This design comes from an exercise in tuning for small area and a short achievable clock period on the open sky130 flow, not from production work. Where RTL was checked, it was by simulation tests only, not by an equivalence proof against the original.

Setup of try-violet:
// calc
module calc(out, decimal, CLK, RST, CE, plus, sub, multi, equal);
Size: roughly 32 I/O pins, about 4300 sq um of cells after synthesis.
clock: 7.5 ns
lec_check: 0
abc_area: 1
cap_margin: 20
core_margin: 2
core_utilization: 55
setup_slack_margin: 3.5
slew_margin: 20
standard.sh (not shown) runs the stock make flow with config.mk's settings and CLKGATE_MAP_FILE= SYNTH_SCRIPT=/design/flow/synth_recipe.tcl, a recipe that flattens the netlist after the stock synthesis.
==> flow/flow/run.sh <==
#!/bin/bash
# Standard layout, but with plain buf_2 cells as the port buffers.
set -euo pipefail
bash standard.sh "BUFFER_PORTS_ARGS=-buffer_cell sky130_fd_sc_hd__buf_2" finish > orfs_flow.log 2>&1
try-violet: done, clean on timing, DRC and antenna
What try-raven does differently from try-violet at the input level:
Settings: a change of SETUP_SLACK_MARGIN from 3.5 to 3.75.
Findings:
- try-raven vs. try-violet: number of sequential cells level, proportion of cell area occupied by registers closely matched the old numbers, critical path data arrival time higher.
- When the final numbers for try-violet and try-raven were put side by side, the design area turned out to be greater in try-raven.
- try-raven and try-violet ended up with roughly the same final cell count.
- Worst setup slack after layout in try-raven is 0.039 ns lower than in try-violet
## Diff of input files: try-maple against try-raven
Settings: ABC_AREA: 1 -> unset.
[summary]
Chip width (try-maple / try-raven): 0.946
Changes observed in try-maple relative to try-raven: mean routed wirelength per cell saw an increase, minimum clock period saw an increase, clock insertion delay at the later pin of the skew report saw little to no change.
Comparing try-maple and try-raven, the higher cell depth of the worst setup path is on try-raven.
Compared to try-raven, the router laid down less metal wire for try-maple.
No functional check of the RTL was part of any run of this note.

---

calc, a different RTL version from the one above (not shown whole).
For scale: about 410 cells after synthesis.
// calc
module calc(out, decimal, CLK, RST, CE, plus, sub, multi, equal);
make LEC_CHECK=0 CAP_MARGIN=20 CORE_MARGIN=2 CORE_UTILIZATION=40 SETUP_SLACK_MARGIN=5 SLEW_MARGIN=20 finish   # period 7.5 ns
run.sh (not shown) runs the stock make flow with config.mk's settings and CLKGATE_MAP_FILE= SYNTH_SCRIPT=/design/flow/synth_recipe.tcl, a recipe that flattens the netlist after the stock synthesis.
Stock flow here: none of the scripts above is used.
The starting point ran to the end with no violations.
Next try:
==> flow/flow/run.sh (new file) <==
#!/bin/bash
# Standard layout, but with plain buf_2 cells as the port buffers.
set -euo pipefail
bash standard.sh "BUFFER_PORTS_ARGS=-buffer_cell sky130_fd_sc_hd__buf_2" finish > orfs_flow.log 2>&1
==> flow/standard.sh (new file) <==
#!/bin/bash
# synth_recipe.tcl (not shown) runs the flow's synth.tcl, then flattens the netlist and writes it again
# the make line also repeats each setting of config.mk as NAME=value (left out here)
make -C /OpenROAD-flow-scripts/flow DESIGN_CONFIG=/design/flow/config.mk WORK_HOME=/design/flow/orfs CLKGATE_MAP_FILE= SYNTH_SCRIPT=/design/flow/synth_recipe.tcl "${@:-finish}"
SETUP_SLACK_MARGIN = 3.75   (was 5)
removed: flow/run.sh
=> Final area decreases by 21%.
Next try:
CORE_UTILIZATION = 70   (was 40)
Setup slack gets worse by 0.046 ns; design area decreases by 0.62%; sequential share of layout area increases by 0.22 points; register-to-register slack gets worse by 0.05 ns; clock skew decreases by 0.011 ns; synthesized cell count stays the same; wire length increases by about 3%; first-iteration DRC count increases by about 110%; final cell count decreases by 11%.
Next try:
CORE_UTILIZATION = 40   (was 70)
SETUP_SLACK_MARGIN = 3   (was 3.75)
Effect: The new run went through all stages and came out clean; worst setup slack loses 0.45 ns; non-clock buffer count falls by 7; clock skew rises by 0.014 ns.

---

calc, a different RTL version from the one above (not shown whole).
For scale: ~460 cells after synthesis, roughly 57 flip-flops, roughly 32 I/O pins, roughly 4200 um^2 of cells after synthesis.
Settings: LEC_CHECK=0, CAP_MARGIN=20, CORE_MARGIN=2, CORE_UTILIZATION=40, SETUP_SLACK_MARGIN=4, SLEW_MARGIN=20; clock period 7.5 ns.
Stock flow here: none of the scripts above is used.
The baseline produced a clean layout.
==> next run, changes <==
==> flow/flow/run.sh (new file) <==
#!/bin/bash
# Standard layout, but with plain buf_2 cells as the port buffers.
set -euo pipefail
bash standard.sh "BUFFER_PORTS_ARGS=-buffer_cell sky130_fd_sc_hd__buf_2" finish > orfs_flow.log 2>&1
==> flow/standard.sh (new file) <==
#!/bin/bash
# synth_recipe.tcl (not shown) runs the flow's synth.tcl, then flattens the netlist and writes it again
# the make line also repeats each setting of config.mk as NAME=value (left out here)
make -C /OpenROAD-flow-scripts/flow DESIGN_CONFIG=/design/flow/config.mk WORK_HOME=/design/flow/orfs CLKGATE_MAP_FILE= SYNTH_SCRIPT=/design/flow/synth_recipe.tcl "${@:-finish}"
- CORE_UTILIZATION: 40 -> 55
- SETUP_SLACK_MARGIN: 4 -> 3.75
removed: flow/run.sh
The new run completed with no timing, DRC or antenna violations; cell area fell by roughly a tenth; critical path depth is unchanged; core utilization rose by 12 points.
Function was not checked in any run of this note: the RTL went through the layout flow alone.

---

Setup of before:
calc, a different RTL version from the one above (not shown whole).
For scale: about 400 cells after synthesis, roughly 48 flip-flops, about 32 I/O pins, roughly 0.0038 mm2 of cells after synthesis.
export LEC_CHECK = 0
export CAP_MARGIN = 20
export CORE_MARGIN = 2
export CORE_UTILIZATION = 40
export SETUP_SLACK_MARGIN = 3.75
export SLEW_MARGIN = 20
create_clock -name core_clock -period 7.5 [get_ports {CLK}]
standard.sh (not shown) runs the stock make flow with config.mk's settings and CLKGATE_MAP_FILE= SYNTH_SCRIPT=/design/flow/synth_recipe.tcl, a recipe that flattens the netlist after the stock synthesis.
==> flow/flow/run.sh <==
#!/bin/bash
# Standard layout, but with plain buf_2 cells as the port buffers.
set -euo pipefail
bash standard.sh "BUFFER_PORTS_ARGS=-buffer_cell sky130_fd_sc_hd__buf_2" finish > orfs_flow.log 2>&1
before: done, clean on timing, DRC and antenna
Here is what was changed in the inputs of after compared with before.
- a change of SETUP_SLACK_MARGIN from 3.75 to 3.5
Notes after the runs:
- In the tables for after and before, via count reads higher with after.
- After detailed routing, before needs less wire than after.
- Compared with before, in after combined flip-flop and latch cell area shows a reduction of about 0.32%; worst hold slack after final layout shows a reduction of 6.7 ps; unique cell type count in the Yosys netlist shows no meaningful change.
- When after is set beside before, its top achievable clock speed turns out to be 6.4 MHz smaller.
Function was not checked in any run of this note: the RTL went through the layout flow alone.

---

Setup of onyx:
calc with an RTL version that a note above also has.
Size in the first run: roughly 410 cells after synthesis, roughly 48 flip-flops.
export LEC_CHECK = 0
export CAP_MARGIN = 20
export CORE_MARGIN = 2
export CORE_UTILIZATION = 40
export SETUP_SLACK_MARGIN = 3.25
export SLEW_MARGIN = 20
create_clock -name core_clock -period 7.5 [get_ports {CLK}]
Scripts as last shown in full above: flow/flow/run.sh
Having completed the whole flow, onyx delivered a layout that passed the timing, DRC and antenna checks.
--- input diff onyx..nickel ---
Settings: SETUP_SLACK_MARGIN changed from 3.25 to 3.75; CORE_UTILIZATION changed from 40 to 55.
### Flow results
Taking onyx as the reference point, the relative area change from synthesis to final layout of nickel rises by 3.4 points.
Summary — maximum fanout encountered on the critical timing path, nickel relative to onyx: higher, by 3.
nickel — period utilization 6.1 points lower, onyx as reference
For garnet, these inputs were changed with respect to nickel:
Settings: CORE_UTILIZATION now 40, was 55; SETUP_SLACK_MARGIN now 4, was 3.75; ABC_CLOCK_PERIOD_IN_PS now 2500, previously not set.
==> flow/run.sh (new file) <==
#!/bin/bash
# synth_recipe.tcl (not shown) runs the flow's synth.tcl, then flattens the netlist and writes it again
# the make line also repeats each setting of config.mk as NAME=value (left out here)
make -C /OpenROAD-flow-scripts/flow DESIGN_CONFIG=/design/flow/config.mk WORK_HOME=/design/flow/orfs CLKGATE_MAP_FILE= SYNTH_SCRIPT=/design/flow/synth_recipe.tcl finish
removed: flow/flow/run.sh
removed: flow/standard.sh
==> run notes <==
In the tables for garnet and nickel, met3 capacity usage during global routing reads higher with nickel.
Post-route clock period utilization, garnet and nickel: smaller value in garnet
Design area, garnet and nickel: higher on garnet
Compare garnet and nickel | row count higher: garnet
Input-level comparison between willow and garnet:
Settings: removing ABC_CLOCK_PERIOD_IN_PS (formerly 2500).
==> flow/flow/run.sh (new file) <==
#!/bin/bash
# Standard layout, but with plain buf_2 cells as the port buffers and
# without mapping adders to full-adder cells before ABC.
set -euo pipefail
bash standard.sh "BUFFER_PORTS_ARGS=-buffer_cell sky130_fd_sc_hd__buf_2" ADDER_MAP_FILE= finish > orfs_flow.log 2>&1
==> flow/standard.sh (new file) <==
#!/bin/bash
# synth_recipe.tcl (not shown) runs the flow's synth.tcl, then flattens the netlist and writes it again
# the make line also repeats each setting of config.mk as NAME=value (left out here)
make -C /OpenROAD-flow-scripts/flow DESIGN_CONFIG=/design/flow/config.mk WORK_HOME=/design/flow/orfs CLKGATE_MAP_FILE= SYNTH_SCRIPT=/design/flow/synth_recipe.tcl "${@:-finish}"
removed: flow/run.sh
Results
- Post-synthesis area per instance went down by more than 10% going from garnet to willow.
What quartz does differently from willow at the input level:
==> flow/run.sh (new file) <==
#!/bin/bash
# synth_recipe.tcl (not shown) runs the flow's synth.tcl, then flattens the netlist and writes it again
# the make line also repeats each setting of config.mk as NAME=value (left out here)
make -C /OpenROAD-flow-scripts/flow DESIGN_CONFIG=/design/flow/config.mk WORK_HOME=/design/flow/orfs CLKGATE_MAP_FILE= SYNTH_SCRIPT=/design/flow/synth_recipe.tcl finish
removed: flow/flow/run.sh
removed: flow/standard.sh
Findings:
Taking willow as the reference, in quartz global routing met2 resource utilization roughly the same; clock-buffer cell count higher.
| sequential share of layout area | higher: quartz |
Going from willow to quartz, total wire length after detailed routing fell by 12%; final instance area now smaller; via count of the first global-routing pass decreased 670; shortest clock period the worst path allows after layout went down by 0.18 ns.
Non-clock buffering overhead in the final layout: quartz vs willow up 2.1 points
quartz reports its startpoint of the most critical setup path as fx8$_DFF_P_ while willow reports B[4]$_DFFE_PN0P_.
The area fraction in and, or, nand and nor cells after synthesis in quartz sits 4.3 points below the value recorded for willow.

---

== job 1367 ==
calc, a different RTL version from the one above (not shown whole).
Size in the first run: about 450 cells after synthesis, ~32 I/O pins.
clock: 7.5 ns
lec_check: 0
cap_margin: 20
core_margin: 2
core_utilization: 55
setup_slack_margin: 3.9
slew_margin: 20
==> flow/flow/run.sh <==
#!/bin/bash
# Standard layout, but with plain buf_2 cells as the port buffers and
# resizing not limited to the same cell footprint.
set -euo pipefail
bash standard.sh "BUFFER_PORTS_ARGS=-buffer_cell sky130_fd_sc_hd__buf_2" MATCH_CELL_FOOTPRINT=0 finish > orfs_flow.log 2>&1
Here is what was changed in the inputs of job 2477 compared with job 1367.
Settings: SETUP_SLACK_MARGIN changed from 3.9 to 3.75.
==> flow/flow/run.sh <==
#!/bin/bash
# Standard layout, but with plain buf_2 cells as the port buffers.
set -euo pipefail
bash standard.sh "BUFFER_PORTS_ARGS=-buffer_cell sky130_fd_sc_hd__buf_2" finish > orfs_flow.log 2>&1
- Job 1367 and job 2477 ended up with roughly the same post-route worst hold slack.
- Of job 1367 and job 2477, job 2477 shows the lower combined global-route utilization of all metal layers, with job 1367 above it.
- Clock latency of the later-clocked register in the worst-skew pair: job 2477 vs job 1367 — no meaningful difference
- Job 2477 vs job 1367, worst reg-to-reg setup slack went down by 60 ps.
Here is what was changed in the inputs of job 2959 compared with job 2477.
Settings: swapping 55 for 45 in CORE_UTILIZATION; swapping 3.75 for 3.9 in SETUP_SLACK_MARGIN.
[summary]
- [job 2959 vs job 2477] area added between synthesis and finish: higher in job 2959
- Core utilization: job 2959 lower than job 2477
- In the flow results for job 2959 and job 2477, the sequential share of layout area is smaller on job 2959.
- Multi-input gate area in the final layout across job 2959 and job 2477: no real change.
- Cell area went up by a few percent going from job 2477 to job 2959.
- Compared to job 2477, the routing of job 2959 uses more wire.
Setup changes, job 2959 to job 3301
Settings: an added CTS_CLUSTER_DIAMETER of 200; a change of CORE_UTILIZATION from 45 to 55; an added CTS_CLUSTER_SIZE of 30.
Results
Reported for job 3301 and job 2959, critical path depth turned out identical to the last digit.
Sort job 3301 and job 2959 by placed instance count, descending, and job 2959 comes first.
Compared with job 2959, in job 3301 post-route non-filler standard cell count decreased about 2.4%; routed length per instance increased 2.2%; setup slack at placement increased 44 ps; setup slack increased 29 ps; clock buffer and inverter area fraction after layout decreased 0.41 points.
Global-route track usage on met2 in job 3301 vs job 2959: up 11 points

---

## run A
calc again, from the RTL that the note above started with.
Design calc, start of the top module:
module calc(out, decimal, CLK, RST, CE, plus, sub, multi, equal);
output [14:0] out;
input  [9:0]  decimal;
input  CLK, RST, CE, plus, sub, multi, equal;
reg [14:0] B, R;
reg [2:0]  cnt;
reg [1:0]  ope;    
reg        P;      
reg [14:2] Xr;                      
reg fy1, fy2, fyn;                  
reg [3:0] ff;                       
wire [3:0] d = decimal[9] ? 4'd9 : decimal[8] ? 4'd8 : decimal[7] ? 4'd7 :
               decimal[6] ? 4'd6 : decimal[5] ? 4'd5 : decimal[4] ? 4'd4 :
               decimal[3] ? 4'd3 : decimal[2] ? 4'd2 : decimal[1] ? 4'd1 : 4'd0;
wire digit = (decimal != 10'd0) && (cnt != 3'd7);
wire o_non = (ope == 2'b00), o_add = (ope == 2'b10), o_sub = (ope == 2'b11), o_mul = (ope == 2'b01);
wire o_as  = ope[1];
wire bx4 = (d == 4'd3) | (d == 4'd4) | (d == 4'd5);
wire bx8 = (d >= 4'd6);
wire by1 = (d == 4'd1) | (d == 4'd3) | (d == 4'd5) | (d == 4'd7) | (d == 4'd9);
wire by2 = (d == 4'd2) | (d == 4'd6);
wire byn = (d == 4'd3) | (d == 4'd6) | (d == 4'd7);
wire [3:0] f = o_mul ? 4'd0 : o_sub ? 4'd9 - d : d;
always @(posedge CLK) begin
    Xr  <= {((o_as | (o_mul & bx8)) ? B[11:0] : 12'd0) ^ {12{o_as}} |
            ((o_mul & bx4) ? B[12:1] : 12'd0),
            (o_mul & bx4 & B[0]) | f[2] | f[3]};
    fy1 <= o_as | (o_mul & by1);
    fy2 <= o_mul & by2;
    fyn <= o_as | (o_mul & byn);
    ff  <= {f[3], 1'b0, f[1] | f[3], f[0]};
end
wire fk  = o_add;                   
wire fci = o_add | (o_mul & fyn);   
wire [14:0] W = {R[11:0], fk, fk, fk};
wire [14:0] V = {R[13:0], fk};
wire [14:0] X = {Xr, ff[1], ff[0]};
wire [14:0] Y = ((fy1 ? B : 15'd0) | (fy2 ? {B[13:0], 1'b0} : 15'd0)) ^ {15{fyn}};
wire [14:0] s1 = W ^ V ^ X;
wire [14:0] c1 = {(W[13:0] & V[13:0]) | (W[13:0] & X[13:0]) | (V[13:0] & X[13:0]), ff[3]};
wire [14:0] s2 = s1 ^ c1 ^ Y;
  ...
export LEC_CHECK = 0
export CAP_MARGIN = 20
export CORE_MARGIN = 2
export CORE_UTILIZATION = 55
export SETUP_SLACK_MARGIN = 3.6
export SLEW_MARGIN = 20
create_clock -name core_clock -period 7.5 [get_ports {CLK}]
==> flow/flow/run.sh <==
#!/bin/bash
# Standard layout, but with plain buf_2 cells as the port buffers.
set -euo pipefail
bash standard.sh "BUFFER_PORTS_ARGS=-buffer_cell sky130_fd_sc_hd__buf_2" finish > orfs_flow.log 2>&1
Input-level comparison between run B and run A:
- SETUP_SLACK_MARGIN: 3.6 -> 4.25
==> comparison <==
- Required time at the worst-slack endpoint delta for run B relative to run A: 20 ps lower
- On met1 track demand over resource in global routing, the higher figure sits with run B, not run A.
- Die area came out exactly the same in run A and run B.
- Diff run A -> run B | buffer share of cell area | increase of 2.4 points
- Looking only at setup slack, and setting everything else aside, the higher value of run A and run B goes to run B.
- Final area deteriorates in run B relative to run A.
- Against run A as the reference, run B delivers a lower worst endpoint data arrival time.
- Final weighted congestion of routability-driven global placement in run B vs run A: up about 5.5%
- Run B closes out successfully: all stages finished, all timing, DRC and antenna checks passed.
Setup changes, run B to run C
- a change of SETUP_SLACK_MARGIN from 4.25 to 3.9
Notes after the runs:
- Compared with run B, run C shows overall routed net length lower by 5.6%.
- Startpoint of the worst setup timing path = R[1]: run C; startpoint of the worst setup timing path = R[3]: run B
- Changes observed in run C relative to run B: wire length of the first global-routing pass now sits lower; final period utilization now sits higher.
- In run C, the mean routed wirelength per cell came out 0.63 um below the value in run B.

[static timing again, ports no longer ideal]
Ports are ideal in the flow. The routed layouts listed here were re-timed in OpenROAD.
Step 1 assumes that a clkbuf_16 drives the clock port and a buf_2 every other input.
Step 2 moves the port delays by t, midway between the first and last clock arrival at a register: inputs arrive t later, outputs are due t later. That takes back most of the time a late clock gives input paths.
Three values: ideal ports, drivers, drivers and shift; two values: the first two.
| run | shift t [ns] | slack for setup (ns) | clock arrival spread, ns |
|---|---|---|---|
| try-violet | 0.338 | 3.894 / 3.894 / 3.894 | 0.009 / 0.009 |
| try-raven | 0.336 | 3.855 / 3.855 / 3.855 | 0.008 / 0.009 |
| try-maple | 0.330 | 3.837 / 3.837 / 3.667 | 0.006 / 0.006 |
| the first run of note 2 | 0.327 | 3.904 / 3.904 / 3.904 | 0.009 / 0.008 |
| the second run of note 2 | 0.349 | 3.833 / 3.833 / 3.782 | 0.017 / 0.017 |
| the third run of note 2 | 0.329 | 3.787 / 3.787 / 3.776 | 0.006 / 0.006 |
| the fourth run of note 2 | 0.349 | 3.341 / 3.341 / 3.341 | 0.020 / 0.020 |
| the first run of note 3 | 0.371 | 4.072 / 4.072 / 3.818 | 0.013 / 0.013 |
| the second run of note 3 | 0.370 | 3.946 / 3.946 / 3.716 | 0.011 / 0.012 |
| before | 0.335 | 3.678 / 3.678 / 3.678 | 0.016 / 0.016 |
| after | 0.342 | 3.583 / 3.583 / 3.583 | 0.004 / 0.004 |
| onyx | 0.349 | 3.436 / 3.436 / 3.436 | 0.020 / 0.020 |
| nickel | 0.338 | 3.891 / 3.891 / 3.761 | 0.005 / 0.005 |
| garnet | 0.335 | 3.969 / 3.969 / 3.711 | 0.009 / 0.009 |
| willow | 0.316 | 3.790 / 3.790 / 3.694 | 0.009 / 0.009 |
| quartz | 0.335 | 3.969 / 3.969 / 3.711 | 0.009 / 0.009 |
| job 1367 | 0.341 | 4.068 / 4.068 / 3.767 | 0.013 / 0.014 |
| job 2477 | 0.346 | 4.011 / 4.014 / 3.680 | 0.014 / 0.014 |
| job 2959 | 0.336 | 4.040 / 4.040 / 3.796 | 0.008 / 0.008 |
| job 3301 | 0.340 | 4.069 / 4.069 / 3.768 | 0.013 / 0.013 |
| run A | 0.345 | 3.857 / 3.857 / 3.670 | 0.011 / 0.011 |
| run B | 0.333 | 4.189 / 4.189 / 4.078 | 0.006 / 0.007 |
| run C | 0.340 | 4.069 / 4.069 / 3.768 | 0.013 / 0.013 |
After both steps every run listed still meets setup and hold. For job 2477, which loses most, drivers alone change the setup slack by +0.003 ns; drivers and shift together by -0.331 ns.
